From an optimization exercise on the open Yosys and OpenROAD flow, aimed at small area; shortcuts taken in it are not production practice. Function was checked by simulation only, so behaviour that the tests miss may differ from the original. Power figures rest on the tool's default switching activity, not on a simulated workload.

$ cat design/flow/run.sh
#!/bin/bash
# synth_recipe.tcl (not shown) runs the flow's synth.tcl, then flattens the netlist and writes it again
# the make line also repeats each setting of config.mk as NAME=value (left out here)
make -C /OpenROAD-flow-scripts/flow DESIGN_CONFIG=/design/flow/config.mk WORK_HOME=/design/flow/orfs CLKGATE_MAP_FILE= SYNTH_SCRIPT=/design/flow/synth_recipe.tcl finish
$ cat design/flow/constraint.sdc
create_clock -name core_clock -period 6.5 [get_ports {clk}]
set_input_delay 1.3000 -clock core_clock [delete_from_list [all_inputs] [get_ports {clk}]]
set_output_delay 1.3000 -clock core_clock [all_outputs]
set_load 0.01 [all_outputs]
$ cat design/flow/config.mk
export PLATFORM = sky130hd
export DESIGN_NAME = mul16_top
export DESIGN_NICKNAME = mul16_top
export VERILOG_FILES = /design/flow/design.v
export SDC_FILE = /design/flow/constraint.sdc
export NUM_CORES = 4
export LEC_CHECK = 0
export ABC_AREA = 1
export CAP_MARGIN = 20
export CORE_MARGIN = 2
export CORE_UTILIZATION = 55
export GPL_TIMING_DRIVEN = 0
export SLEW_MARGIN = 20
$ cat design/flow/design.v
module half_adder(input wire a, input wire b, output wire s, output wire co);
    assign s  = a ^ b;
    assign co = a & b;
endmodule
module full_adder(input wire a, input wire b, input wire ci, output wire s, output wire co);
    assign s  = a ^ b ^ ci;
    assign co = (a & b) | (a & ci) | (b & ci);
endmodule
module booth_sel(input wire one, input wire two, input wire neg, input wire a, input wire am1, output wire x);
    assign x = ((one & a) | (two & am1)) ^ neg;
endmodule
module booth_sel1(input wire one, input wire neg, input wire a, output wire x);
    assign x = (one & a) ^ neg;
endmodule
module booth_selm(input wire one, input wire two, input wire neg, input wire a, output wire xn);
    assign xn = ~(((one | two) & a) ^ neg);
endmodule
module multi16x16(
    input   wire            a_signed,
    input   wire            b_signed,
    input   wire    [15:0]  mula,
    input   wire    [15:0]  mulb,
    output  wire    [31:0]  out
);
    wire a_top = a_signed & mula[15];
    wire b_top = b_signed & mulb[15];
    wire one0 = mulb[0];
    wire two0 = mulb[1] & ~mulb[0];
    wire neg0 = mulb[1];
    wire n1;
    booth_sel1 s0_0 (.one(one0), .neg(neg0), .a(mula[0]), .x(n1));
    wire n2;
    booth_sel s0_1 (.one(one0), .two(two0), .neg(neg0), .a(mula[1]), .am1(mula[0]), .x(n2));
    wire n3;
    booth_sel s0_2 (.one(one0), .two(two0), .neg(neg0), .a(mula[2]), .am1(mula[1]), .x(n3));
    wire n4;
    booth_sel s0_3 (.one(one0), .two(two0), .neg(neg0), .a(mula[3]), .am1(mula[2]), .x(n4));
    wire n5;
    booth_sel s0_4 (.one(one0), .two(two0), .neg(neg0), .a(mula[4]), .am1(mula[3]), .x(n5));
    wire n6;
    booth_sel s0_5 (.one(one0), .two(two0), .neg(neg0), .a(mula[5]), .am1(mula[4]), .x(n6));
    wire n7;
    booth_sel s0_6 (.one(one0), .two(two0), .neg(neg0), .a(mula[6]), .am1(mula[5]), .x(n7));
    wire n8;
    booth_sel s0_7 (.one(one0), .two(two0), .neg(neg0), .a(mula[7]), .am1(mula[6]), .x(n8));
    wire n9;
    booth_sel s0_8 (.one(one0), .two(two0), .neg(neg0), .a(mula[8]), .am1(mula[7]), .x(n9));
    wire n10;
    booth_sel s0_9 (.one(one0), .two(two0), .neg(neg0), .a(mula[9]), .am1(mula[8]), .x(n10));
    wire n11;
    booth_sel s0_10 (.one(one0), .two(two0), .neg(neg0), .a(mula[10]), .am1(mula[9]), .x(n11));
    wire n12;
    booth_sel s0_11 (.one(one0), .two(two0), .neg(neg0), .a(mula[11]), .am1(mula[10]), .x(n12));
    wire n13;
    booth_sel s0_12 (.one(one0), .two(two0), .neg(neg0), .a(mula[12]), .am1(mula[11]), .x(n13));
    wire n14;
    booth_sel s0_13 (.one(one0), .two(two0), .neg(neg0), .a(mula[13]), .am1(mula[12]), .x(n14));
    wire n15;
    booth_sel s0_14 (.one(one0), .two(two0), .neg(neg0), .a(mula[14]), .am1(mula[13]), .x(n15));
    wire n16;
    booth_sel s0_15 (.one(one0), .two(two0), .neg(neg0), .a(mula[15]), .am1(mula[14]), .x(n16));
    wire n17;
    booth_sel s0_16 (.one(one0), .two(two0), .neg(neg0), .a(a_top), .am1(mula[15]), .x(n17));
    wire n18;
    booth_selm s0_17 (.one(one0), .two(two0), .neg(neg0), .a(a_top), .xn(n18));
    wire one1 = mulb[2] ^ mulb[1];
    wire two1 = (mulb[3] & ~mulb[2] & ~mulb[1]) | (~mulb[3] & mulb[2] & mulb[1]);
    wire neg1 = mulb[3];
    wire n19;
    booth_sel1 s1_0 (.one(one1), .neg(neg1), .a(mula[0]), .x(n19));
    wire n20;
    booth_sel s1_1 (.one(one1), .two(two1), .neg(neg1), .a(mula[1]), .am1(mula[0]), .x(n20));
    wire n21;
    booth_sel s1_2 (.one(one1), .two(two1), .neg(neg1), .a(mula[2]), .am1(mula[1]), .x(n21));
    wire n22;
    booth_sel s1_3 (.one(one1), .two(two1), .neg(neg1), .a(mula[3]), .am1(mula[2]), .x(n22));
    wire n23;
    booth_sel s1_4 (.one(one1), .two(two1), .neg(neg1), .a(mula[4]), .am1(mula[3]), .x(n23));
    wire n24;
    booth_sel s1_5 (.one(one1), .two(two1), .neg(neg1), .a(mula[5]), .am1(mula[4]), .x(n24));
    wire n25;
    booth_sel s1_6 (.one(one1), .two(two1), .neg(neg1), .a(mula[6]), .am1(mula[5]), .x(n25));
    wire n26;
    booth_sel s1_7 (.one(one1), .two(two1), .neg(neg1), .a(mula[7]), .am1(mula[6]), .x(n26));
    wire n27;
    booth_sel s1_8 (.one(one1), .two(two1), .neg(neg1), .a(mula[8]), .am1(mula[7]), .x(n27));
    wire n28;
    booth_sel s1_9 (.one(one1), .two(two1), .neg(neg1), .a(mula[9]), .am1(mula[8]), .x(n28));
    wire n29;
    booth_sel s1_10 (.one(one1), .two(two1), .neg(neg1), .a(mula[10]), .am1(mula[9]), .x(n29));
    wire n30;
    booth_sel s1_11 (.one(one1), .two(two1), .neg(neg1), .a(mula[11]), .am1(mula[10]), .x(n30));
    wire n31;
    booth_sel s1_12 (.one(one1), .two(two1), .neg(neg1), .a(mula[12]), .am1(mula[11]), .x(n31));
    wire n32;
    booth_sel s1_13 (.one(one1), .two(two1), .neg(neg1), .a(mula[13]), .am1(mula[12]), .x(n32));
    wire n33;
    booth_sel s1_14 (.one(one1), .two(two1), .neg(neg1), .a(mula[14]), .am1(mula[13]), .x(n33));
    wire n34;
    booth_sel s1_15 (.one(one1), .two(two1), .neg(neg1), .a(mula[15]), .am1(mula[14]), .x(n34));
    wire n35;
    booth_sel s1_16 (.one(one1), .two(two1), .neg(neg1), .a(a_top), .am1(mula[15]), .x(n35));
    wire n36;
    booth_selm s1_17 (.one(one1), .two(two1), .neg(neg1), .a(a_top), .xn(n36));
    wire one2 = mulb[4] ^ mulb[3];
    wire two2 = (mulb[5] & ~mulb[4] & ~mulb[3]) | (~mulb[5] & mulb[4] & mulb[3]);
    wire neg2 = mulb[5];
    wire n37;
    booth_sel1 s2_0 (.one(one2), .neg(neg2), .a(mula[0]), .x(n37));
    wire n38;
    booth_sel s2_1 (.one(one2), .two(two2), .neg(neg2), .a(mula[1]), .am1(mula[0]), .x(n38));
    wire n39;
    booth_sel s2_2 (.one(one2), .two(two2), .neg(neg2), .a(mula[2]), .am1(mula[1]), .x(n39));
    wire n40;
    booth_sel s2_3 (.one(one2), .two(two2), .neg(neg2), .a(mula[3]), .am1(mula[2]), .x(n40));
    wire n41;
    booth_sel s2_4 (.one(one2), .two(two2), .neg(neg2), .a(mula[4]), .am1(mula[3]), .x(n41));
    wire n42;
    booth_sel s2_5 (.one(one2), .two(two2), .neg(neg2), .a(mula[5]), .am1(mula[4]), .x(n42));
    wire n43;
    booth_sel s2_6 (.one(one2), .two(two2), .neg(neg2), .a(mula[6]), .am1(mula[5]), .x(n43));
    wire n44;
    booth_sel s2_7 (.one(one2), .two(two2), .neg(neg2), .a(mula[7]), .am1(mula[6]), .x(n44));
    wire n45;
    booth_sel s2_8 (.one(one2), .two(two2), .neg(neg2), .a(mula[8]), .am1(mula[7]), .x(n45));
    wire n46;
    booth_sel s2_9 (.one(one2), .two(two2), .neg(neg2), .a(mula[9]), .am1(mula[8]), .x(n46));
    wire n47;
    booth_sel s2_10 (.one(one2), .two(two2), .neg(neg2), .a(mula[10]), .am1(mula[9]), .x(n47));
    wire n48;
    booth_sel s2_11 (.one(one2), .two(two2), .neg(neg2), .a(mula[11]), .am1(mula[10]), .x(n48));
    wire n49;
    booth_sel s2_12 (.one(one2), .two(two2), .neg(neg2), .a(mula[12]), .am1(mula[11]), .x(n49));
    wire n50;
    booth_sel s2_13 (.one(one2), .two(two2), .neg(neg2), .a(mula[13]), .am1(mula[12]), .x(n50));
    wire n51;
    booth_sel s2_14 (.one(one2), .two(two2), .neg(neg2), .a(mula[14]), .am1(mula[13]), .x(n51));
    wire n52;
    booth_sel s2_15 (.one(one2), .two(two2), .neg(neg2), .a(mula[15]), .am1(mula[14]), .x(n52));
    wire n53;
    booth_sel s2_16 (.one(one2), .two(two2), .neg(neg2), .a(a_top), .am1(mula[15]), .x(n53));
    wire n54;
    booth_selm s2_17 (.one(one2), .two(two2), .neg(neg2), .a(a_top), .xn(n54));
    wire one3 = mulb[6] ^ mulb[5];
    wire two3 = (mulb[7] & ~mulb[6] & ~mulb[5]) | (~mulb[7] & mulb[6] & mulb[5]);
    wire neg3 = mulb[7];
    wire n55;
    booth_sel1 s3_0 (.one(one3), .neg(neg3), .a(mula[0]), .x(n55));
    wire n56;
    booth_sel s3_1 (.one(one3), .two(two3), .neg(neg3), .a(mula[1]), .am1(mula[0]), .x(n56));
    wire n57;
    booth_sel s3_2 (.one(one3), .two(two3), .neg(neg3), .a(mula[2]), .am1(mula[1]), .x(n57));
    wire n58;
    booth_sel s3_3 (.one(one3), .two(two3), .neg(neg3), .a(mula[3]), .am1(mula[2]), .x(n58));
    wire n59;
    booth_sel s3_4 (.one(one3), .two(two3), .neg(neg3), .a(mula[4]), .am1(mula[3]), .x(n59));
    wire n60;
    booth_sel s3_5 (.one(one3), .two(two3), .neg(neg3), .a(mula[5]), .am1(mula[4]), .x(n60));
    wire n61;
    booth_sel s3_6 (.one(one3), .two(two3), .neg(neg3), .a(mula[6]), .am1(mula[5]), .x(n61));
    wire n62;
    booth_sel s3_7 (.one(one3), .two(two3), .neg(neg3), .a(mula[7]), .am1(mula[6]), .x(n62));
    wire n63;
    booth_sel s3_8 (.one(one3), .two(two3), .neg(neg3), .a(mula[8]), .am1(mula[7]), .x(n63));
    wire n64;
    booth_sel s3_9 (.one(one3), .two(two3), .neg(neg3), .a(mula[9]), .am1(mula[8]), .x(n64));
    wire n65;
    booth_sel s3_10 (.one(one3), .two(two3), .neg(neg3), .a(mula[10]), .am1(mula[9]), .x(n65));
    wire n66;
    booth_sel s3_11 (.one(one3), .two(two3), .neg(neg3), .a(mula[11]), .am1(mula[10]), .x(n66));
    wire n67;
    booth_sel s3_12 (.one(one3), .two(two3), .neg(neg3), .a(mula[12]), .am1(mula[11]), .x(n67));
    wire n68;
    booth_sel s3_13 (.one(one3), .two(two3), .neg(neg3), .a(mula[13]), .am1(mula[12]), .x(n68));
    wire n69;
    booth_sel s3_14 (.one(one3), .two(two3), .neg(neg3), .a(mula[14]), .am1(mula[13]), .x(n69));
    wire n70;
    booth_sel s3_15 (.one(one3), .two(two3), .neg(neg3), .a(mula[15]), .am1(mula[14]), .x(n70));
    wire n71;
    booth_sel s3_16 (.one(one3), .two(two3), .neg(neg3), .a(a_top), .am1(mula[15]), .x(n71));
    wire n72;
    booth_selm s3_17 (.one(one3), .two(two3), .neg(neg3), .a(a_top), .xn(n72));
    wire one4 = mulb[8] ^ mulb[7];
    wire two4 = (mulb[9] & ~mulb[8] & ~mulb[7]) | (~mulb[9] & mulb[8] & mulb[7]);
    wire neg4 = mulb[9];
    wire n73;
    booth_sel1 s4_0 (.one(one4), .neg(neg4), .a(mula[0]), .x(n73));
    wire n74;
    booth_sel s4_1 (.one(one4), .two(two4), .neg(neg4), .a(mula[1]), .am1(mula[0]), .x(n74));
    wire n75;
    booth_sel s4_2 (.one(one4), .two(two4), .neg(neg4), .a(mula[2]), .am1(mula[1]), .x(n75));
    wire n76;
    booth_sel s4_3 (.one(one4), .two(two4), .neg(neg4), .a(mula[3]), .am1(mula[2]), .x(n76));
    wire n77;
    booth_sel s4_4 (.one(one4), .two(two4), .neg(neg4), .a(mula[4]), .am1(mula[3]), .x(n77));
    wire n78;
    booth_sel s4_5 (.one(one4), .two(two4), .neg(neg4), .a(mula[5]), .am1(mula[4]), .x(n78));
    wire n79;
    booth_sel s4_6 (.one(one4), .two(two4), .neg(neg4), .a(mula[6]), .am1(mula[5]), .x(n79));
    wire n80;
    booth_sel s4_7 (.one(one4), .two(two4), .neg(neg4), .a(mula[7]), .am1(mula[6]), .x(n80));
    wire n81;
    booth_sel s4_8 (.one(one4), .two(two4), .neg(neg4), .a(mula[8]), .am1(mula[7]), .x(n81));
    wire n82;
    booth_sel s4_9 (.one(one4), .two(two4), .neg(neg4), .a(mula[9]), .am1(mula[8]), .x(n82));
    wire n83;
    booth_sel s4_10 (.one(one4), .two(two4), .neg(neg4), .a(mula[10]), .am1(mula[9]), .x(n83));
    wire n84;
    booth_sel s4_11 (.one(one4), .two(two4), .neg(neg4), .a(mula[11]), .am1(mula[10]), .x(n84));
    wire n85;
    booth_sel s4_12 (.one(one4), .two(two4), .neg(neg4), .a(mula[12]), .am1(mula[11]), .x(n85));
    wire n86;
    booth_sel s4_13 (.one(one4), .two(two4), .neg(neg4), .a(mula[13]), .am1(mula[12]), .x(n86));
    wire n87;
    booth_sel s4_14 (.one(one4), .two(two4), .neg(neg4), .a(mula[14]), .am1(mula[13]), .x(n87));
    wire n88;
    booth_sel s4_15 (.one(one4), .two(two4), .neg(neg4), .a(mula[15]), .am1(mula[14]), .x(n88));
    wire n89;
    booth_sel s4_16 (.one(one4), .two(two4), .neg(neg4), .a(a_top), .am1(mula[15]), .x(n89));
    wire n90;
    booth_selm s4_17 (.one(one4), .two(two4), .neg(neg4), .a(a_top), .xn(n90));
    wire one5 = mulb[10] ^ mulb[9];
    wire two5 = (mulb[11] & ~mulb[10] & ~mulb[9]) | (~mulb[11] & mulb[10] & mulb[9]);
    wire neg5 = mulb[11];
    wire n91;
    booth_sel1 s5_0 (.one(one5), .neg(neg5), .a(mula[0]), .x(n91));
    wire n92;
    booth_sel s5_1 (.one(one5), .two(two5), .neg(neg5), .a(mula[1]), .am1(mula[0]), .x(n92));
    wire n93;
    booth_sel s5_2 (.one(one5), .two(two5), .neg(neg5), .a(mula[2]), .am1(mula[1]), .x(n93));
    wire n94;
    booth_sel s5_3 (.one(one5), .two(two5), .neg(neg5), .a(mula[3]), .am1(mula[2]), .x(n94));
    wire n95;
    booth_sel s5_4 (.one(one5), .two(two5), .neg(neg5), .a(mula[4]), .am1(mula[3]), .x(n95));
    wire n96;
    booth_sel s5_5 (.one(one5), .two(two5), .neg(neg5), .a(mula[5]), .am1(mula[4]), .x(n96));
    wire n97;
    booth_sel s5_6 (.one(one5), .two(two5), .neg(neg5), .a(mula[6]), .am1(mula[5]), .x(n97));
    wire n98;
    booth_sel s5_7 (.one(one5), .two(two5), .neg(neg5), .a(mula[7]), .am1(mula[6]), .x(n98));
    wire n99;
    booth_sel s5_8 (.one(one5), .two(two5), .neg(neg5), .a(mula[8]), .am1(mula[7]), .x(n99));
    wire n100;
    booth_sel s5_9 (.one(one5), .two(two5), .neg(neg5), .a(mula[9]), .am1(mula[8]), .x(n100));
    wire n101;
    booth_sel s5_10 (.one(one5), .two(two5), .neg(neg5), .a(mula[10]), .am1(mula[9]), .x(n101));
    wire n102;
    booth_sel s5_11 (.one(one5), .two(two5), .neg(neg5), .a(mula[11]), .am1(mula[10]), .x(n102));
    wire n103;
    booth_sel s5_12 (.one(one5), .two(two5), .neg(neg5), .a(mula[12]), .am1(mula[11]), .x(n103));
    wire n104;
    booth_sel s5_13 (.one(one5), .two(two5), .neg(neg5), .a(mula[13]), .am1(mula[12]), .x(n104));
    wire n105;
    booth_sel s5_14 (.one(one5), .two(two5), .neg(neg5), .a(mula[14]), .am1(mula[13]), .x(n105));
    wire n106;
    booth_sel s5_15 (.one(one5), .two(two5), .neg(neg5), .a(mula[15]), .am1(mula[14]), .x(n106));
    wire n107;
    booth_sel s5_16 (.one(one5), .two(two5), .neg(neg5), .a(a_top), .am1(mula[15]), .x(n107));
    wire n108;
    booth_selm s5_17 (.one(one5), .two(two5), .neg(neg5), .a(a_top), .xn(n108));
    wire one6 = mulb[12] ^ mulb[11];
    wire two6 = (mulb[13] & ~mulb[12] & ~mulb[11]) | (~mulb[13] & mulb[12] & mulb[11]);
    wire neg6 = mulb[13];
    wire n109;
    booth_sel1 s6_0 (.one(one6), .neg(neg6), .a(mula[0]), .x(n109));
    wire n110;
    booth_sel s6_1 (.one(one6), .two(two6), .neg(neg6), .a(mula[1]), .am1(mula[0]), .x(n110));
    wire n111;
    booth_sel s6_2 (.one(one6), .two(two6), .neg(neg6), .a(mula[2]), .am1(mula[1]), .x(n111));
    wire n112;
    booth_sel s6_3 (.one(one6), .two(two6), .neg(neg6), .a(mula[3]), .am1(mula[2]), .x(n112));
    wire n113;
    booth_sel s6_4 (.one(one6), .two(two6), .neg(neg6), .a(mula[4]), .am1(mula[3]), .x(n113));
    wire n114;
    booth_sel s6_5 (.one(one6), .two(two6), .neg(neg6), .a(mula[5]), .am1(mula[4]), .x(n114));
    wire n115;
    booth_sel s6_6 (.one(one6), .two(two6), .neg(neg6), .a(mula[6]), .am1(mula[5]), .x(n115));
    wire n116;
    booth_sel s6_7 (.one(one6), .two(two6), .neg(neg6), .a(mula[7]), .am1(mula[6]), .x(n116));
    wire n117;
    booth_sel s6_8 (.one(one6), .two(two6), .neg(neg6), .a(mula[8]), .am1(mula[7]), .x(n117));
    wire n118;
    booth_sel s6_9 (.one(one6), .two(two6), .neg(neg6), .a(mula[9]), .am1(mula[8]), .x(n118));
    wire n119;
    booth_sel s6_10 (.one(one6), .two(two6), .neg(neg6), .a(mula[10]), .am1(mula[9]), .x(n119));
    wire n120;
    booth_sel s6_11 (.one(one6), .two(two6), .neg(neg6), .a(mula[11]), .am1(mula[10]), .x(n120));
    wire n121;
    booth_sel s6_12 (.one(one6), .two(two6), .neg(neg6), .a(mula[12]), .am1(mula[11]), .x(n121));
    wire n122;
    booth_sel s6_13 (.one(one6), .two(two6), .neg(neg6), .a(mula[13]), .am1(mula[12]), .x(n122));
    wire n123;
    booth_sel s6_14 (.one(one6), .two(two6), .neg(neg6), .a(mula[14]), .am1(mula[13]), .x(n123));
    wire n124;
    booth_sel s6_15 (.one(one6), .two(two6), .neg(neg6), .a(mula[15]), .am1(mula[14]), .x(n124));
    wire n125;
    booth_sel s6_16 (.one(one6), .two(two6), .neg(neg6), .a(a_top), .am1(mula[15]), .x(n125));
    wire n126;
    booth_selm s6_17 (.one(one6), .two(two6), .neg(neg6), .a(a_top), .xn(n126));
    wire one7 = mulb[14] ^ mulb[13];
    wire two7 = (mulb[15] & ~mulb[14] & ~mulb[13]) | (~mulb[15] & mulb[14] & mulb[13]);
    wire neg7 = mulb[15];
    wire n127;
    booth_sel1 s7_0 (.one(one7), .neg(neg7), .a(mula[0]), .x(n127));
    wire n128;
    booth_sel s7_1 (.one(one7), .two(two7), .neg(neg7), .a(mula[1]), .am1(mula[0]), .x(n128));
    wire n129;
    booth_sel s7_2 (.one(one7), .two(two7), .neg(neg7), .a(mula[2]), .am1(mula[1]), .x(n129));
    wire n130;
    booth_sel s7_3 (.one(one7), .two(two7), .neg(neg7), .a(mula[3]), .am1(mula[2]), .x(n130));
    wire n131;
    booth_sel s7_4 (.one(one7), .two(two7), .neg(neg7), .a(mula[4]), .am1(mula[3]), .x(n131));
    wire n132;
    booth_sel s7_5 (.one(one7), .two(two7), .neg(neg7), .a(mula[5]), .am1(mula[4]), .x(n132));
    wire n133;
    booth_sel s7_6 (.one(one7), .two(two7), .neg(neg7), .a(mula[6]), .am1(mula[5]), .x(n133));
    wire n134;
    booth_sel s7_7 (.one(one7), .two(two7), .neg(neg7), .a(mula[7]), .am1(mula[6]), .x(n134));
    wire n135;
    booth_sel s7_8 (.one(one7), .two(two7), .neg(neg7), .a(mula[8]), .am1(mula[7]), .x(n135));
    wire n136;
    booth_sel s7_9 (.one(one7), .two(two7), .neg(neg7), .a(mula[9]), .am1(mula[8]), .x(n136));
    wire n137;
    booth_sel s7_10 (.one(one7), .two(two7), .neg(neg7), .a(mula[10]), .am1(mula[9]), .x(n137));
    wire n138;
    booth_sel s7_11 (.one(one7), .two(two7), .neg(neg7), .a(mula[11]), .am1(mula[10]), .x(n138));
    wire n139;
    booth_sel s7_12 (.one(one7), .two(two7), .neg(neg7), .a(mula[12]), .am1(mula[11]), .x(n139));
    wire n140;
    booth_sel s7_13 (.one(one7), .two(two7), .neg(neg7), .a(mula[13]), .am1(mula[12]), .x(n140));
    wire n141;
    booth_sel s7_14 (.one(one7), .two(two7), .neg(neg7), .a(mula[14]), .am1(mula[13]), .x(n141));
    wire n142;
    booth_sel s7_15 (.one(one7), .two(two7), .neg(neg7), .a(mula[15]), .am1(mula[14]), .x(n142));
    wire n143;
    booth_sel s7_16 (.one(one7), .two(two7), .neg(neg7), .a(a_top), .am1(mula[15]), .x(n143));
    wire n144;
    booth_selm s7_17 (.one(one7), .two(two7), .neg(neg7), .a(a_top), .xn(n144));
    wire one8 = b_top ^ mulb[15];
    wire neg8 = b_top;
    wire n145;
    booth_sel1 s8_0 (.one(one8), .neg(neg8), .a(mula[0]), .x(n145));
    wire n146;
    booth_sel1 s8_1 (.one(one8), .neg(neg8), .a(mula[1]), .x(n146));
    wire n147;
    booth_sel1 s8_2 (.one(one8), .neg(neg8), .a(mula[2]), .x(n147));
    wire n148;
    booth_sel1 s8_3 (.one(one8), .neg(neg8), .a(mula[3]), .x(n148));
    wire n149;
    booth_sel1 s8_4 (.one(one8), .neg(neg8), .a(mula[4]), .x(n149));
    wire n150;
    booth_sel1 s8_5 (.one(one8), .neg(neg8), .a(mula[5]), .x(n150));
    wire n151;
    booth_sel1 s8_6 (.one(one8), .neg(neg8), .a(mula[6]), .x(n151));
    wire n152;
    booth_sel1 s8_7 (.one(one8), .neg(neg8), .a(mula[7]), .x(n152));
    wire n153;
    booth_sel1 s8_8 (.one(one8), .neg(neg8), .a(mula[8]), .x(n153));
    wire n154;
    booth_sel1 s8_9 (.one(one8), .neg(neg8), .a(mula[9]), .x(n154));
    wire n155;
    booth_sel1 s8_10 (.one(one8), .neg(neg8), .a(mula[10]), .x(n155));
    wire n156;
    booth_sel1 s8_11 (.one(one8), .neg(neg8), .a(mula[11]), .x(n156));
    wire n157;
    booth_sel1 s8_12 (.one(one8), .neg(neg8), .a(mula[12]), .x(n157));
    wire n158;
    booth_sel1 s8_13 (.one(one8), .neg(neg8), .a(mula[13]), .x(n158));
    wire n159;
    booth_sel1 s8_14 (.one(one8), .neg(neg8), .a(mula[14]), .x(n159));
    wire n160;
    booth_sel1 s8_15 (.one(one8), .neg(neg8), .a(mula[15]), .x(n160));
    wire n161, n162;
    half_adder ha1 (.a(neg0), .b(n1), .s(n161), .co(n162));
    wire n163, n164;
    half_adder ha2 (.a(n2), .b(n162), .s(n163), .co(n164));
    wire n165, n166;
    full_adder fa1 (.a(neg1), .b(n3), .ci(n19), .s(n165), .co(n166));
    wire n167, n168;
    half_adder ha3 (.a(n164), .b(n165), .s(n167), .co(n168));
    wire n169, n170;
    full_adder fa2 (.a(n4), .b(n20), .ci(n166), .s(n169), .co(n170));
    wire n171, n172;
    half_adder ha4 (.a(n168), .b(n169), .s(n171), .co(n172));
    wire n173, n174;
    full_adder fa3 (.a(neg2), .b(n5), .ci(n21), .s(n173), .co(n174));
    wire n175, n176;
    full_adder fa4 (.a(n37), .b(n173), .ci(n170), .s(n175), .co(n176));
    wire n177, n178;
    half_adder ha5 (.a(n172), .b(n175), .s(n177), .co(n178));
    wire n179, n180;
    full_adder fa5 (.a(n6), .b(n22), .ci(n38), .s(n179), .co(n180));
    wire n181, n182;
    full_adder fa6 (.a(n174), .b(n179), .ci(n176), .s(n181), .co(n182));
    wire n183, n184;
    half_adder ha6 (.a(n178), .b(n181), .s(n183), .co(n184));
    wire n185, n186;
    full_adder fa7 (.a(neg3), .b(n7), .ci(n23), .s(n185), .co(n186));
    wire n187, n188;
    full_adder fa8 (.a(n39), .b(n55), .ci(n180), .s(n187), .co(n188));
    wire n189, n190;
    full_adder fa9 (.a(n185), .b(n187), .ci(n182), .s(n189), .co(n190));
    wire n191, n192;
    full_adder fa10 (.a(n8), .b(n24), .ci(n40), .s(n191), .co(n192));
    wire n193, n194;
    full_adder fa11 (.a(n56), .b(n186), .ci(n191), .s(n193), .co(n194));
    wire n195, n196;
    half_adder ha7 (.a(n188), .b(n193), .s(n195), .co(n196));
    wire n197, n198;
    full_adder fa12 (.a(neg4), .b(n9), .ci(n25), .s(n197), .co(n198));
    wire n199, n200;
    full_adder fa13 (.a(n41), .b(n57), .ci(n73), .s(n199), .co(n200));
    wire n201, n202;
    full_adder fa14 (.a(n192), .b(n197), .ci(n199), .s(n201), .co(n202));
    wire n203, n204;
    half_adder ha8 (.a(n194), .b(n201), .s(n203), .co(n204));
    wire n205, n206;
    full_adder fa15 (.a(n10), .b(n26), .ci(n42), .s(n205), .co(n206));
    wire n207, n208;
    full_adder fa16 (.a(n58), .b(n74), .ci(n198), .s(n207), .co(n208));
    wire n209, n210;
    full_adder fa17 (.a(n200), .b(n205), .ci(n207), .s(n209), .co(n210));
    wire n211, n212;
    half_adder ha9 (.a(n202), .b(n209), .s(n211), .co(n212));
    wire n213, n214;
    full_adder fa18 (.a(neg5), .b(n11), .ci(n27), .s(n213), .co(n214));
    wire n215, n216;
    full_adder fa19 (.a(n43), .b(n59), .ci(n75), .s(n215), .co(n216));
    wire n217, n218;
    full_adder fa20 (.a(n91), .b(n206), .ci(n213), .s(n217), .co(n218));
    wire n219, n220;
    full_adder fa21 (.a(n215), .b(n208), .ci(n217), .s(n219), .co(n220));
    wire n221, n222;
    half_adder ha10 (.a(n210), .b(n219), .s(n221), .co(n222));
    wire n223, n224;
    full_adder fa22 (.a(n12), .b(n28), .ci(n44), .s(n223), .co(n224));
    wire n225, n226;
    full_adder fa23 (.a(n60), .b(n76), .ci(n92), .s(n225), .co(n226));
    wire n227, n228;
    full_adder fa24 (.a(n214), .b(n216), .ci(n223), .s(n227), .co(n228));
    wire n229, n230;
    full_adder fa25 (.a(n225), .b(n218), .ci(n227), .s(n229), .co(n230));
    wire n231, n232;
    half_adder ha11 (.a(n220), .b(n229), .s(n231), .co(n232));
    wire n233, n234;
    full_adder fa26 (.a(neg6), .b(n13), .ci(n29), .s(n233), .co(n234));
    wire n235, n236;
    full_adder fa27 (.a(n45), .b(n61), .ci(n77), .s(n235), .co(n236));
    wire n237, n238;
    full_adder fa28 (.a(n93), .b(n109), .ci(n224), .s(n237), .co(n238));
    wire n239, n240;
    full_adder fa29 (.a(n226), .b(n233), .ci(n235), .s(n239), .co(n240));
    wire n241, n242;
    full_adder fa30 (.a(n237), .b(n228), .ci(n239), .s(n241), .co(n242));
    wire n243, n244;
    half_adder ha12 (.a(n230), .b(n241), .s(n243), .co(n244));
    wire n245, n246;
    full_adder fa31 (.a(n14), .b(n30), .ci(n46), .s(n245), .co(n246));
    wire n247, n248;
    full_adder fa32 (.a(n62), .b(n78), .ci(n94), .s(n247), .co(n248));
    wire n249, n250;
    full_adder fa33 (.a(n110), .b(n234), .ci(n236), .s(n249), .co(n250));
    wire n251, n252;
    full_adder fa34 (.a(n245), .b(n247), .ci(n238), .s(n251), .co(n252));
    wire n253, n254;
    full_adder fa35 (.a(n240), .b(n249), .ci(n251), .s(n253), .co(n254));
    wire n255, n256;
    half_adder ha13 (.a(n242), .b(n253), .s(n255), .co(n256));
    wire n257, n258;
    full_adder fa36 (.a(neg7), .b(n15), .ci(n31), .s(n257), .co(n258));
    wire n259, n260;
    full_adder fa37 (.a(n47), .b(n63), .ci(n79), .s(n259), .co(n260));
    wire n261, n262;
    full_adder fa38 (.a(n95), .b(n111), .ci(n127), .s(n261), .co(n262));
    wire n263, n264;
    full_adder fa39 (.a(n246), .b(n248), .ci(n257), .s(n263), .co(n264));
    wire n265, n266;
    full_adder fa40 (.a(n259), .b(n261), .ci(n250), .s(n265), .co(n266));
    wire n267, n268;
    full_adder fa41 (.a(n263), .b(n252), .ci(n265), .s(n267), .co(n268));
    wire n269, n270;
    half_adder ha14 (.a(n254), .b(n267), .s(n269), .co(n270));
    wire n271, n272;
    full_adder fa42 (.a(n16), .b(n32), .ci(n48), .s(n271), .co(n272));
    wire n273, n274;
    full_adder fa43 (.a(n64), .b(n80), .ci(n96), .s(n273), .co(n274));
    wire n275, n276;
    full_adder fa44 (.a(n112), .b(n128), .ci(n258), .s(n275), .co(n276));
    wire n277, n278;
    full_adder fa45 (.a(n260), .b(n262), .ci(n271), .s(n277), .co(n278));
    wire n279, n280;
    full_adder fa46 (.a(n273), .b(n275), .ci(n264), .s(n279), .co(n280));
    wire n281, n282;
    full_adder fa47 (.a(n277), .b(n266), .ci(n279), .s(n281), .co(n282));
    wire n283, n284;
    half_adder ha15 (.a(n268), .b(n281), .s(n283), .co(n284));
    wire n285, n286;
    full_adder fa48 (.a(neg8), .b(n17), .ci(n33), .s(n285), .co(n286));
    wire n287, n288;
    full_adder fa49 (.a(n49), .b(n65), .ci(n81), .s(n287), .co(n288));
    wire n289, n290;
    full_adder fa50 (.a(n97), .b(n113), .ci(n129), .s(n289), .co(n290));
    wire n291, n292;
    full_adder fa51 (.a(n145), .b(n272), .ci(n274), .s(n291), .co(n292));
    wire n293, n294;
    full_adder fa52 (.a(n285), .b(n287), .ci(n289), .s(n293), .co(n294));
    wire n295, n296;
    full_adder fa53 (.a(n276), .b(n278), .ci(n291), .s(n295), .co(n296));
    wire n297, n298;
    full_adder fa54 (.a(n293), .b(n280), .ci(n295), .s(n297), .co(n298));
    wire n299, n300;
    half_adder ha16 (.a(n282), .b(n297), .s(n299), .co(n300));
    wire n301 = ~n18;
    wire n302, n303;
    full_adder fa55 (.a(n34), .b(n50), .ci(n66), .s(n302), .co(n303));
    wire n304, n305;
    full_adder fa56 (.a(n82), .b(n98), .ci(n114), .s(n304), .co(n305));
    wire n306, n307;
    full_adder fa57 (.a(n130), .b(n146), .ci(n301), .s(n306), .co(n307));
    wire n308, n309;
    full_adder fa58 (.a(n286), .b(n288), .ci(n290), .s(n308), .co(n309));
    wire n310, n311;
    full_adder fa59 (.a(n302), .b(n304), .ci(n306), .s(n310), .co(n311));
    wire n312, n313;
    full_adder fa60 (.a(n292), .b(n294), .ci(n308), .s(n312), .co(n313));
    wire n314, n315;
    full_adder fa61 (.a(n310), .b(n296), .ci(n312), .s(n314), .co(n315));
    wire n316, n317;
    half_adder ha17 (.a(n298), .b(n314), .s(n316), .co(n317));
    wire n318 = ~n35;
    wire n319, n320;
    full_adder fa62 (.a(n51), .b(n67), .ci(n83), .s(n319), .co(n320));
    wire n321, n322;
    full_adder fa63 (.a(n99), .b(n115), .ci(n131), .s(n321), .co(n322));
    wire n323, n324;
    full_adder fa64 (.a(n147), .b(n18), .ci(n318), .s(n323), .co(n324));
    wire n325, n326;
    full_adder fa65 (.a(n303), .b(n305), .ci(n307), .s(n325), .co(n326));
    wire n327, n328;
    full_adder fa66 (.a(n319), .b(n321), .ci(n323), .s(n327), .co(n328));
    wire n329, n330;
    full_adder fa67 (.a(n309), .b(n311), .ci(n325), .s(n329), .co(n330));
    wire n331, n332;
    full_adder fa68 (.a(n327), .b(n313), .ci(n329), .s(n331), .co(n332));
    wire n333, n334;
    half_adder ha18 (.a(n315), .b(n331), .s(n333), .co(n334));
    wire n335, n336;
    full_adder fa69 (.a(n36), .b(n52), .ci(n68), .s(n335), .co(n336));
    wire n337, n338;
    full_adder fa70 (.a(n84), .b(n100), .ci(n116), .s(n337), .co(n338));
    wire n339, n340;
    full_adder fa71 (.a(n132), .b(n148), .ci(n35), .s(n339), .co(n340));
    wire n341, n342;
    full_adder fa72 (.a(n320), .b(n322), .ci(n324), .s(n341), .co(n342));
    wire n343, n344;
    full_adder fa73 (.a(n335), .b(n337), .ci(n339), .s(n343), .co(n344));
    wire n345, n346;
    full_adder fa74 (.a(n326), .b(n328), .ci(n341), .s(n345), .co(n346));
    wire n347, n348;
    full_adder fa75 (.a(n343), .b(n330), .ci(n345), .s(n347), .co(n348));
    wire n349, n350;
    half_adder ha19 (.a(n332), .b(n347), .s(n349), .co(n350));
    wire n351 = ~n53;
    wire n352, n353;
    full_adder fa76 (.a(n69), .b(n85), .ci(n101), .s(n352), .co(n353));
    wire n354, n355;
    full_adder fa77 (.a(n117), .b(n133), .ci(n149), .s(n354), .co(n355));
    wire n356, n357;
    full_adder fa78 (.a(n351), .b(n336), .ci(n338), .s(n356), .co(n357));
    wire n358, n359;
    full_adder fa79 (.a(n340), .b(n352), .ci(n354), .s(n358), .co(n359));
    wire n360, n361;
    full_adder fa80 (.a(n342), .b(n344), .ci(n356), .s(n360), .co(n361));
    wire n362, n363;
    full_adder fa81 (.a(n358), .b(n346), .ci(n360), .s(n362), .co(n363));
    wire n364, n365;
    half_adder ha20 (.a(n348), .b(n362), .s(n364), .co(n365));
    wire n366, n367;
    full_adder fa82 (.a(n54), .b(n70), .ci(n86), .s(n366), .co(n367));
    wire n368, n369;
    full_adder fa83 (.a(n102), .b(n118), .ci(n134), .s(n368), .co(n369));
    wire n370, n371;
    full_adder fa84 (.a(n150), .b(n53), .ci(n353), .s(n370), .co(n371));
    wire n372, n373;
    full_adder fa85 (.a(n355), .b(n366), .ci(n368), .s(n372), .co(n373));
    wire n374, n375;
    full_adder fa86 (.a(n357), .b(n370), .ci(n359), .s(n374), .co(n375));
    wire n376, n377;
    full_adder fa87 (.a(n372), .b(n361), .ci(n374), .s(n376), .co(n377));
    wire n378, n379;
    half_adder ha21 (.a(n363), .b(n376), .s(n378), .co(n379));
    wire n380 = ~n71;
    wire n381, n382;
    full_adder fa88 (.a(n87), .b(n103), .ci(n119), .s(n381), .co(n382));
    wire n383, n384;
    full_adder fa89 (.a(n135), .b(n151), .ci(n380), .s(n383), .co(n384));
    wire n385, n386;
    full_adder fa90 (.a(n367), .b(n369), .ci(n381), .s(n385), .co(n386));
    wire n387, n388;
    full_adder fa91 (.a(n383), .b(n371), .ci(n373), .s(n387), .co(n388));
    wire n389, n390;
    full_adder fa92 (.a(n385), .b(n375), .ci(n387), .s(n389), .co(n390));
    wire n391, n392;
    half_adder ha22 (.a(n377), .b(n389), .s(n391), .co(n392));
    wire n393, n394;
    full_adder fa93 (.a(n72), .b(n88), .ci(n104), .s(n393), .co(n394));
    wire n395, n396;
    full_adder fa94 (.a(n120), .b(n136), .ci(n152), .s(n395), .co(n396));
    wire n397, n398;
    full_adder fa95 (.a(n71), .b(n382), .ci(n384), .s(n397), .co(n398));
    wire n399, n400;
    full_adder fa96 (.a(n393), .b(n395), .ci(n386), .s(n399), .co(n400));
    wire n401, n402;
    full_adder fa97 (.a(n397), .b(n388), .ci(n399), .s(n401), .co(n402));
    wire n403, n404;
    half_adder ha23 (.a(n390), .b(n401), .s(n403), .co(n404));
    wire n405 = ~n89;
    wire n406, n407;
    full_adder fa98 (.a(n105), .b(n121), .ci(n137), .s(n406), .co(n407));
    wire n408, n409;
    full_adder fa99 (.a(n153), .b(n405), .ci(n394), .s(n408), .co(n409));
    wire n410, n411;
    full_adder fa100 (.a(n396), .b(n406), .ci(n398), .s(n410), .co(n411));
    wire n412, n413;
    full_adder fa101 (.a(n408), .b(n410), .ci(n400), .s(n412), .co(n413));
    wire n414, n415;
    half_adder ha24 (.a(n402), .b(n412), .s(n414), .co(n415));
    wire n416, n417;
    full_adder fa102 (.a(n90), .b(n106), .ci(n122), .s(n416), .co(n417));
    wire n418, n419;
    full_adder fa103 (.a(n138), .b(n154), .ci(n89), .s(n418), .co(n419));
    wire n420, n421;
    full_adder fa104 (.a(n407), .b(n416), .ci(n418), .s(n420), .co(n421));
    wire n422, n423;
    full_adder fa105 (.a(n409), .b(n420), .ci(n411), .s(n422), .co(n423));
    wire n424, n425;
    half_adder ha25 (.a(n422), .b(n413), .s(n424), .co(n425));
    wire n426 = ~n107;
    wire n427, n428;
    full_adder fa106 (.a(n123), .b(n139), .ci(n155), .s(n427), .co(n428));
    wire n429, n430;
    full_adder fa107 (.a(n426), .b(n417), .ci(n419), .s(n429), .co(n430));
    wire n431, n432;
    full_adder fa108 (.a(n427), .b(n421), .ci(n429), .s(n431), .co(n432));
    wire n433, n434;
    half_adder ha26 (.a(n431), .b(n423), .s(n433), .co(n434));
    wire n435, n436;
    full_adder fa109 (.a(n108), .b(n124), .ci(n140), .s(n435), .co(n436));
    wire n437, n438;
    full_adder fa110 (.a(n156), .b(n107), .ci(n428), .s(n437), .co(n438));
    wire n439, n440;
    full_adder fa111 (.a(n435), .b(n430), .ci(n437), .s(n439), .co(n440));
    wire n441, n442;
    half_adder ha27 (.a(n432), .b(n439), .s(n441), .co(n442));
    wire n443 = ~n125;
    wire n444, n445;
    full_adder fa112 (.a(n141), .b(n157), .ci(n443), .s(n444), .co(n445));
    wire n446, n447;
    full_adder fa113 (.a(n436), .b(n444), .ci(n438), .s(n446), .co(n447));
    wire n448, n449;
    half_adder ha28 (.a(n440), .b(n446), .s(n448), .co(n449));
    wire n450, n451;
    full_adder fa114 (.a(n126), .b(n142), .ci(n158), .s(n450), .co(n451));
    wire n452, n453;
    full_adder fa115 (.a(n125), .b(n445), .ci(n450), .s(n452), .co(n453));
    wire n454, n455;
    half_adder ha29 (.a(n452), .b(n447), .s(n454), .co(n455));
    wire n456 = ~n143;
    wire n457, n458;
    full_adder fa116 (.a(n159), .b(n456), .ci(n451), .s(n457), .co(n458));
    wire n459, n460;
    half_adder ha30 (.a(n457), .b(n453), .s(n459), .co(n460));
    wire n461, n462;
    full_adder fa117 (.a(n144), .b(n160), .ci(n143), .s(n461), .co(n462));
    wire n463, n464;
    half_adder ha31 (.a(n461), .b(n458), .s(n463), .co(n464));
    wire n465, n466;
    half_adder ha32 (.a(n184), .b(n189), .s(n465), .co(n466));
    wire n467, n468;
    half_adder ha33 (.a(n190), .b(n195), .s(n467), .co(n468));
    wire n469, n470;
    half_adder ha34 (.a(n196), .b(n203), .s(n469), .co(n470));
    wire n471, n472;
    half_adder ha35 (.a(n204), .b(n211), .s(n471), .co(n472));
    wire n473, n474;
    half_adder ha36 (.a(n212), .b(n221), .s(n473), .co(n474));
    wire n475, n476;
    half_adder ha37 (.a(n222), .b(n231), .s(n475), .co(n476));
    wire n477, n478;
    half_adder ha38 (.a(n232), .b(n243), .s(n477), .co(n478));
    wire n479, n480;
    half_adder ha39 (.a(n244), .b(n255), .s(n479), .co(n480));
    wire n481, n482;
    half_adder ha40 (.a(n256), .b(n269), .s(n481), .co(n482));
    wire n483, n484;
    half_adder ha41 (.a(n270), .b(n283), .s(n483), .co(n484));
    wire n485, n486;
    half_adder ha42 (.a(n284), .b(n299), .s(n485), .co(n486));
    wire n487, n488;
    half_adder ha43 (.a(n300), .b(n316), .s(n487), .co(n488));
    wire n489, n490;
    half_adder ha44 (.a(n317), .b(n333), .s(n489), .co(n490));
    wire n491, n492;
    half_adder ha45 (.a(n334), .b(n349), .s(n491), .co(n492));
    wire n493, n494;
    half_adder ha46 (.a(n350), .b(n364), .s(n493), .co(n494));
    wire n495, n496;
    half_adder ha47 (.a(n365), .b(n378), .s(n495), .co(n496));
    wire n497, n498;
    half_adder ha48 (.a(n379), .b(n391), .s(n497), .co(n498));
    wire n499, n500;
    half_adder ha49 (.a(n392), .b(n403), .s(n499), .co(n500));
    wire n501, n502;
    half_adder ha50 (.a(n404), .b(n414), .s(n501), .co(n502));
    wire n503, n504;
    half_adder ha51 (.a(n415), .b(n424), .s(n503), .co(n504));
    wire n505, n506;
    half_adder ha52 (.a(n425), .b(n433), .s(n505), .co(n506));
    wire n507, n508;
    half_adder ha53 (.a(n434), .b(n441), .s(n507), .co(n508));
    wire n509, n510;
    half_adder ha54 (.a(n442), .b(n448), .s(n509), .co(n510));
    wire n511, n512;
    half_adder ha55 (.a(n449), .b(n454), .s(n511), .co(n512));
    wire n513, n514;
    half_adder ha56 (.a(n455), .b(n459), .s(n513), .co(n514));
    wire n515, n516;
    half_adder ha57 (.a(n460), .b(n463), .s(n515), .co(n516));
    wire n517 = n468 | (n467 & n466);
    wire n518 = n467 & n465;
    wire n519 = n472 | (n471 & n470);
    wire n520 = n471 & n469;
    wire n521 = n476 | (n475 & n474);
    wire n522 = n475 & n473;
    wire n523 = n480 | (n479 & n478);
    wire n524 = n479 & n477;
    wire n525 = n484 | (n483 & n482);
    wire n526 = n483 & n481;
    wire n527 = n488 | (n487 & n486);
    wire n528 = n487 & n485;
    wire n529 = n492 | (n491 & n490);
    wire n530 = n491 & n489;
    wire n531 = n496 | (n495 & n494);
    wire n532 = n495 & n493;
    wire n533 = n500 | (n499 & n498);
    wire n534 = n499 & n497;
    wire n535 = n504 | (n503 & n502);
    wire n536 = n503 & n501;
    wire n537 = n508 | (n507 & n506);
    wire n538 = n507 & n505;
    wire n539 = n512 | (n511 & n510);
    wire n540 = n511 & n509;
    wire n541 = n516 | (n515 & n514);
    wire n542 = n515 & n513;
    wire n543 = n519 | (n520 & n517);
    wire n544 = n520 & n518;
    wire n545 = n523 | (n524 & n521);
    wire n546 = n524 & n522;
    wire n547 = n527 | (n528 & n525);
    wire n548 = n528 & n526;
    wire n549 = n531 | (n532 & n529);
    wire n550 = n532 & n530;
    wire n551 = n535 | (n536 & n533);
    wire n552 = n536 & n534;
    wire n553 = n539 | (n540 & n537);
    wire n554 = n540 & n538;
    wire n555 = n545 | (n546 & n543);
    wire n556 = n546 & n544;
    wire n557 = n549 | (n550 & n547);
    wire n558 = n550 & n548;
    wire n559 = n553 | (n554 & n551);
    wire n560 = n554 & n552;
    wire n561 = n557 | (n558 & n555);
    wire n562 = n558 & n556;
    wire n563 = n559 | (n560 & n561);
    wire n564 = n560 & n562;
    wire n565 = n547 | (n548 & n555);
    wire n566 = n548 & n556;
    wire n567 = n551 | (n552 & n561);
    wire n568 = n552 & n562;
    wire n569 = n521 | (n522 & n543);
    wire n570 = n522 & n544;
    wire n571 = n525 | (n526 & n555);
    wire n572 = n526 & n556;
    wire n573 = n529 | (n530 & n565);
    wire n574 = n530 & n566;
    wire n575 = n533 | (n534 & n561);
    wire n576 = n534 & n562;
    wire n577 = n537 | (n538 & n567);
    wire n578 = n538 & n568;
    wire n579 = n541 | (n542 & n563);
    wire n580 = n542 & n564;
    wire n581 = n470 | (n469 & n517);
    wire n582 = n469 & n518;
    wire n583 = n474 | (n473 & n543);
    wire n584 = n473 & n544;
    wire n585 = n478 | (n477 & n569);
    wire n586 = n477 & n570;
    wire n587 = n482 | (n481 & n555);
    wire n588 = n481 & n556;
    wire n589 = n486 | (n485 & n571);
    wire n590 = n485 & n572;
    wire n591 = n490 | (n489 & n565);
    wire n592 = n489 & n566;
    wire n593 = n494 | (n493 & n573);
    wire n594 = n493 & n574;
    wire n595 = n498 | (n497 & n561);
    wire n596 = n497 & n562;
    wire n597 = n502 | (n501 & n575);
    wire n598 = n501 & n576;
    wire n599 = n506 | (n505 & n567);
    wire n600 = n505 & n568;
    wire n601 = n510 | (n509 & n577);
    wire n602 = n509 & n578;
    wire n603 = n514 | (n513 & n563);
    wire n604 = n513 & n564;
    wire n605 = n467 ^ n466;
    wire n606 = n469 ^ n517;
    wire n607 = n471 ^ n581;
    wire n608 = n473 ^ n543;
    wire n609 = n475 ^ n583;
    wire n610 = n477 ^ n569;
    wire n611 = n479 ^ n585;
    wire n612 = n481 ^ n555;
    wire n613 = n483 ^ n587;
    wire n614 = n485 ^ n571;
    wire n615 = n487 ^ n589;
    wire n616 = n489 ^ n565;
    wire n617 = n491 ^ n591;
    wire n618 = n493 ^ n573;
    wire n619 = n495 ^ n593;
    wire n620 = n497 ^ n561;
    wire n621 = n499 ^ n595;
    wire n622 = n501 ^ n575;
    wire n623 = n503 ^ n597;
    wire n624 = n505 ^ n567;
    wire n625 = n507 ^ n599;
    wire n626 = n509 ^ n577;
    wire n627 = n511 ^ n601;
    wire n628 = n513 ^ n563;
    wire n629 = n515 ^ n603;
    assign out[0] = n161;  
    assign out[1] = n163;  
    assign out[2] = n167;  
    assign out[3] = n171;  
    assign out[4] = n177;  
    assign out[5] = n183;  
    assign out[6] = n465;  
    assign out[7] = n605;  
    assign out[8] = n606;  
    assign out[9] = n607;  
    assign out[10] = n608;  
    assign out[11] = n609;  
    assign out[12] = n610;  
    assign out[13] = n611;  
    assign out[14] = n612;  
    assign out[15] = n613;  
    assign out[16] = n614;  
    assign out[17] = n615;  
    assign out[18] = n616;  
    assign out[19] = n617;  
    assign out[20] = n618;  
    assign out[21] = n619;  
    assign out[22] = n620;  
    assign out[23] = n621;  
    assign out[24] = n622;  
    assign out[25] = n623;  
    assign out[26] = n624;  
    assign out[27] = n625;  
    assign out[28] = n626;  
    assign out[29] = n627;  
    assign out[30] = n628;  
    assign out[31] = n629;  
endmodule
module mul16_top(
    input   wire            clk,
    input   wire            a_signed,
    input   wire            b_signed,
    input   wire    [15:0]  mula,
    input   wire    [15:0]  mulb,
    output  reg     [31:0]  p
);
reg             a_signed_q, b_signed_q;
reg     [15:0]  mula_q, mulb_q;
wire    [31:0]  prod;
always @(posedge clk) begin
    a_signed_q <= a_signed;
    b_signed_q <= b_signed;
    mula_q     <= mula;
    mulb_q     <= mulb;
    p          <= prod;
end
multi16x16 mult(
    .a_signed(a_signed_q),
    .b_signed(b_signed_q),
    .mula(mula_q),
    .mulb(mulb_q),
    .out(prod)
);
endmodule
==> impl_metrics.json, run 1 <==
{
  "dr.pass1.iters": 8,
  "slew_headroom_pct": 42.7,
  "fin_skew_ns": 0.0149,
  "hold_depth": 2,
  "final_area_mm2": 0.0101,
  "track_usage_pct": 32.0,
  "hp-class": "flop to flop",
  "clkTransAtPathRegs_ns": 0.06,
  "grt_max_degree": 15,
  "antenna_found_initial": 0,
  "grt.overflow.total": 0,
  "status": "no timing/DRC/antenna violations",
  "dp.cells": 1197,
  "gp_congestion": 0.968,
  "die_area_mm2": 0.0172,
  "yosysWarningCount": 1,
  "synth_seq_area_share_pct": 14.8,
  "fill_cells": 1297,
  "die_h_um": 131,
  "ctsHoldBuffers": 0,
  "r2r_cells": 27,
  "worstPathRequired_ns": 6.79,
  "ant_nets": 0,
  "fin_cells": 1213,
  "syn-instance-count": 915,
  "postPlaceCellArea_mm2": 0.00984,
  "yosysUniqueCellTypes": 34,
  "fin_tns_setup_ns": 0,
  "worstSkewPairLatency_ns": 0.36,
  "end_kind": "flop",
  "rsz0062_at_grt": "no",
  "cp_max_fo": 10,
  "fp-row-count": 46,
  "wl_per_cell_um": 21.8,
  "drc_errors": 0,
  "grt_first_pass_wirelength_um": 41600,
  "cp-start-kind": "flop",
  "antenna_cells": 0,
  "crit_path_top_delay_cell": "fa_1",
  "nets": 1208,
  "wirelength_um": 26500,
  "path_common_cell": "nand2_1",
  "peakVddDrop_uv": 911,
  "synth.net_count": 1131,
  "final_hold_viol_count": 0,
  "start_util_pct": 56.3,
  "final_cell_mix": "inv_1 (162), xor2_1 (141), fa_1 (128), o22ai_2 (70)",
  "cts_resized": 0,
  "slowest_delay_ns": 0.55,
  "syn_area_mm2": 0.00890,
  "setup_viol_count_final": 0,
  "grt_pass1_vias": 7369,
  "syn2layout_area_growth_pct": 13.9,
  "power.density_mw_per_mm2": 651,
  "port_buffers": 66,
  "mostFrequentLayoutCell": "inv_1",
  "first_iter_violations": 586,
  "core_area_mm2": 0.0158,
  "via_per_inst": 5.68,
  "numCtsBuffers": 9,
  "vias": 6889,
  "finish.utilization_pct": 64.1,
  "arrival_ns": 6.38,
  "r2r_setup_slack_ns": 0.41,
  "ioPinCount": 67,
  "worst_pin_slew_ns": 0.850,
  "cts-root-buf": "clkbuf_16",
  "multiInputGateArea_mm2": 0.00658,
  "dp_hpwl_um": 21000,
  "whs_ns": 0.582,
  "post-route-period-util_pct": 93.7,
  "yosys_register_bits": 66,
  "p_leak_nw": 4.84,
  "maxCapViolations": 0,
  "cts_sinks": 66,
  "finalMaxSlewViolations": 0,
  "die_w_um": 131,
  "htreeDepth": 3,
  "regArea_mm2": 0.00132,
  "synth_area_per_cell_um2": 9.73,
  "drive_gt1_share_pct": 16.9,
  "fmax_mhz": 164,
  "cts_tree": "done",
  "worst-setup-path-type": "flop to flop",
  "postCtsSetupBuffers": 0,
  "post-route-min-period_ns": 6.09,
  "clk_path_buf_depth": 2
}
-- per-layer routing --
metal  vias to the layer above  GRT usage, %  share of wire (%)  wire length [um]
li1                       3071             -                  -                 -
met3                        55          5.86                7.2              1900
met1                      3456          42.1                 41             10900
met2                       307          53.2                 49             12900
met5                         -             0                  0                 0
met4                         0          11.5                3.2               838
-- flip-flops by register name, indices dropped and copies added (netlist names) --
| register | count |
|---|---|
| p | 32 |
| b_signed_q | 1 |
| a_signed_q | 1 |
| mulb_q | 16 |
| mula_q | 16 |
-- metrics by stage --
| stage | setup slack [ns] | total power [mW] |
|---|---|---|
| finish | 0.410 | 6.60 |
| global route | 0.0508 | 7.47 |
| CTS | 0.458 | 6.70 |
| detailed placement | 0.457 | 6.09 |
| global placement | 0.553 | 5.73 |
| floorplan | 1.40 | 4.70 |
-- cells by family after synthesis --
logic type                 after synthesis  share of synthesized area (%)
AOI/OAI and AO/OA                      172                           16.6
DFF                                     66                           14.8
and+or+nand+nor                        122                           6.66
adders and majority gates              181                           36.2
xor gates and xnor gates               147                           14.5
buffers and inverters                  227                           11.2
-- layout make-up --
| type | instances | area share (%) |
|---|---|---|
| flip-flops and latches | 66 | 13.0 |
| clock inverters | 7 | 0.814 |
| repair buffers | 66 | 6.51 |
| multi-input cells | 622 | 64.9 |
| inverters | 177 | 6.55 |
| clock buffers | 9 | 2.22 |
| plain buffers | 50 | 3.31 |
| well taps | 216 | 2.66 |
-- cells in the mapped netlist --
library cell / instances / area share, %
buf_6: 12 / 1.5
nor2_4: 1 / 0.13
clkinv_1: 5 / 0.21
xor2_1: 141 / 14
o21ai_0: 12 / 0.67
nand2_1: 66 / 2.8
o21bai_1: 1 / 0.084
dfxtp_1: 66 / 15
nand3b_1: 2 / 0.17
clkbuf_1: 2 / 0.084
nor2_1: 13 / 0.55
nor3_1: 1 / 0.056
a211oi_1: 1 / 0.084
buf_4: 7 / 0.59
a21oi_1: 27 / 1.5
o22ai_1: 55 / 3.9
a21o_1: 1 / 0.084
inv_2: 10 / 0.42
or2_4: 3 / 0.30
o22ai_2: 70 / 9.8
fa_1: 128 / 29
buf_1: 4 / 0.17
a31oi_1: 1 / 0.070
o21ai_2: 1 / 0.098
inv_1: 162 / 6.8
xnor2_1: 6 / 0.59
nand2_2: 15 / 1.1
nand2_4: 6 / 0.76
or2_1: 2 / 0.14
o211ai_1: 1 / 0.084
nand3_1: 13 / 0.73
a31o_2: 2 / 0.20
buf_2: 25 / 1.4
ha_1: 53 / 7.4
-- final timing paths --
| kind | endpoint | start |
|---|---|---|
| worst min-delay path | p[0] | mulb_q[1] |
| worst min register to register | p[0] | mulb_q[1] |
| worst max-delay path | p[31] | mulb_q[7] |
| worst max register to register | p[31] | mulb_q[7] |
-- critical path: cells and delay by family (launching register included) --
kind | cells | cell delay, ns
buf+inv | 4 | 0.48
fa+ha+maj | 7 | 2.85
simple gates | 13 | 1.47
flops | 1 | 0.54
compound gates | 2 | 0.32
xor+xnor | 1 | 0.36
-- power breakdown --
part	switching (mW)	internal, mW	leakage (nW)
clock	0.227	0.304	0.145
combinational	3.04	2.34	4.14
sequential	0.0376	0.646	0.557
total	3.30	3.30	4.84
==> run 2, diff against run 1 <==
--- a/design/flow/config.mk
+++ b/design/flow/config.mk
@@ -11,3 +11,2 @@
 export CORE_UTILIZATION = 55
-export GPL_TIMING_DRIVEN = 0
 export SLEW_MARGIN = 20
==> run 2 against run 1 <==
Net effect:
- die area is the same
- sequential power is essentially flat
- still clean
- critical path type unchanged
- non-clock buffer count shrank 15
- highest routed layer unchanged
- critical endpoint unchanged
- global-route usage shrank 4.7 points
- critical path depth shrank 1
- largest power group unchanged
==> impl_metrics.json, run 2 <==
{
  "status": "no timing/DRC/antenna violations",
  "cts_sinks": 66,
  "postCtsSetupBuffers": 0,
  "power.total_mw": 6.47,
  "ant_nets": 0,
  "fin_skew_ns": 0.00708,
  "syn2layout_area_growth_pct": 13.1,
  "worstSkewPairLatency_ns": 0.36,
  "drc_errors": 0,
  "antenna_found_initial": 0,
  "first_iter_violations": 414,
  "htreeDepth": 3,
  "arrival_ns": 6.27,
  "synth_seq_area_share_pct": 14.8,
  "final_cell_mix": "inv_1 (162), xor2_1 (141), fa_1 (128), o22ai_2 (70)",
  "grt.overflow.total": 0,
  "nets": 1193,
  "synth_top_area_share_pct": 28.8,
  "yosysUniqueCellTypes": 34,
  "dp_hpwl_um": 17800,
  "cp-start-kind": "flop",
  "ioPinCount": 67,
  "finalMaxSlewViolations": 0,
  "clk_path_buf_depth": 2,
  "worst-setup-path-type": "flop to flop",
  "cp_num_buf_inv": 3,
  "path_common_cell": "nand2_1",
  "end_kind": "flop",
  "dr.pass1.iters": 5,
  "crit_family": "adder cells",
  "fin_cells": 1198,
  "wl_per_cell_um": 18.6,
  "vias": 6538,
  "fin_tns_setup_ns": 0,
  "maxCapViolations": 0,
  "cts_tree": "done",
  "track_usage_pct": 27.4,
  "drive_gt1_share_pct": 16.2,
  "power.density_mw_per_mm2": 642,
  "grt_max_degree": 22,
  "dp.cells": 1182,
  "port_buffers": 66,
  "die_w_um": 131,
  "post-route-period-util_pct": 91.8,
  "die_area_mm2": 0.0172,
  "antenna_cells": 0,
  "peakVddDrop_uv": 854,
  "yosys_register_bits": 66,
  "synth_area_per_cell_um2": 9.73,
  "yosysMostFrequentCell": "inv_1",
  "fmax_mhz": 168,
  "synth_edf_count": 0,
  "async_flop_share_pct": 0,
  "core_area_mm2": 0.0158,
  "ctsHoldBuffers": 0,
  "crit_path_top_delay_cell": "dfxtp_1",
  "synthTopCellsByCount": "inv_1 (162), xor2_1 (141), fa_1 (128)",
  "via_per_inst": 5.46,
  "grt_first_pass_wirelength_um": 36500,
  "gp_congestion": 0.946,
  "reg_top3": "p: 32 flops, mula_q: 16 flops, mulb_q: 16 flops",
  "cts-root-buf": "clkbuf_16",
  "hp-class": "flop to flop",
  "r2r_start": "mulb_q[1]",
  "numCtsBuffers": 9,
  "post-route-min-period_ns": 5.97,
  "slowest_delay_ns": 0.63,
  "slew_headroom_pct": 50.9,
  "ys.flop_type": "dfxtp_1",
  "ys_top_cells_by_area": "fa_1 (29%), dfxtp_1 (15%), xor2_1 (14%), o22ai_2 (9.8%), ha_1 (7.4%)",
  "cts_resized": 0,
  "startpoint": "mulb_q[1]",
  "clkTransAtPathRegs_ns": 0.06,
  "hp-start": "mulb_q[0]",
  "final_hold_viol_count": 0,
  "syn_area_mm2": 0.00890,
  "yosysWarningCount": 1,
  "worstPathRequired_ns": 6.80,
  "syn-instance-count": 915,
  "p_leak_nw": 4.80,
  "yosys.area.top_type": "fa_1",
  "synth.net_count": 1131,
  "wirelength_um": 22300,
  "grt_pass1_vias": 7004,
  "mostFrequentLayoutCell": "inv_1",
  "setup_viol_count_final": 0,
  "top_register": "p",
  "fp-row-count": 46,
  "largest_reg_flops": 32,
  "rsz0062_at_grt": "no",
  "worst_pin_slew_ns": 0.729,
  "cp_max_fo": 10,
  "die_h_um": 131,
  "start_util_pct": 56.3
}
[run 2: cell counts after synthesis]
No cell type changed its count.
[run 2: worst register-to-register path, cell delays in order (launching register included)]
cell and delay, ns:
dfxtp_1 0.63, nor2_4 0.10, o21ai_2 0.46, o22ai_1 0.17
xor2_1 0.38, fa_1 0.51, fa_1 0.37, inv_1 0.08
fa_1 0.41, inv_1 0.07, fa_1 0.41, ha_1 0.29
ha_1 0.35, nand2_1 0.07, nor2_1 0.12, inv_1 0.05
nor2_1 0.09, nand2_1 0.06, nand2_1 0.18, nand2_1 0.07
nand2_1 0.11, a21oi_1 0.13, fa_1 0.40, nand3b_1 0.19
nand2_1 0.09, nand3_1 0.07, nand2_1 0.06
[run 2: final timing paths]
kind | to | slack, ns | depth (start not counted)
max | p[31] | 0.53 | 26
min | p[0] | 0.68 | 3
max reg2reg | p[31] | 0.53 | 26
min reg2reg | p[0] | 0.68 | 3
[run 2: routing by layer]
| metal | global-route usage [%] | routed length [um] | vias to the layer above |
|---|---|---|---|
| li1 | - | - | 3037 |
| met1 | 33.5 | 9150 | 3290 |
| met2 | 48.7 | 11600 | 168 |
| met3 | 4.21 | 902 | 43 |
| met4 | 10.5 | 695 | 0 |
| met5 | 0 | 0 | - |
[run 2: final cells by class]
class	count	area [um2]
Inverter	177	664
Timing Repair Buffer	101	923
Sequential cell	66	1320
Fill cell	1359	5760
Tap cell	216	270
Multi-Input combinational cell	622	6580
Clock buffer	9	225
Clock inverter	7	82.6
[run 2: cell families (layout without fill, tap and decap cells)]
| family | after synthesis | after routing | share of synthesized area, % |
|---|---|---|---|
| adders and majority gates | 181 | 181 | 36.2 |
| DFF | 66 | 66 | 14.8 |
| buffers and inverters | 227 | 294 | 11.2 |
| and+or+nand+nor | 122 | 122 | 6.66 |
| AOI/OAI and AO/OA | 172 | 172 | 16.6 |
| xor gates and xnor gates | 147 | 147 | 14.5 |
[run 2: report_power, final]
| part | total (mW) | internal (mW) | switching, mW | leakage (nW) |
|---|---|---|---|---|
| Sequential | 0.684 | 0.647 | 0.0372 | 0.557 |
| Combinational | 5.26 | 2.33 | 2.94 | 4.10 |
| Clock | 0.524 | 0.304 | 0.220 | 0.145 |
| Total | 6.47 | 3.28 | 3.19 | 4.80 |
[run 2: through the flow]
stage	setup WS, ns	util (%)	area [um2]	hold slack, ns
detailed placement	0.519	61.7	9760	0.679
global placement	0.630	61.7	9760	0.678
CTS	0.509	63.6	10100	0.691
floorplan	1.40	-	8900	0.538
finish	0.531	63.6	10100	0.685
global route	0.147	63.6	10100	0.745

[separate check: timing with driven ports]
Ports are ideal in the flow. The routed layouts listed here were re-timed in OpenROAD.
Step 1 (the two cells are an assumption about what drives the block):
set clk [get_ports {clk}]
set_driving_cell -lib_cell sky130_fd_sc_hd__clkbuf_16 $clk
set_driving_cell -lib_cell sky130_fd_sc_hd__buf_2 [delete_from_list [all_inputs] $clk]
Step 2 times the ports against the registers' clock, not the clock port: input delays grow and output delays shrink by t, the midpoint of the rising clock arrivals with the driver on.
Three values: ideal ports, drivers, drivers and shift; two values: the first two.
run	shift t [ns]	slack for setup (ns)	worst setup path at the end	latest minus earliest clock arrival (ns)	worst slew at a driven data input, ns
run 1	0.397	0.410 / 0.410 / 0.410	register to register	0.016 / 0.016	0.05
run 2	0.394	0.531 / 0.531 / 0.531	register to register	0.007 / 0.007	0.04
After both steps every run listed still meets setup and hold.
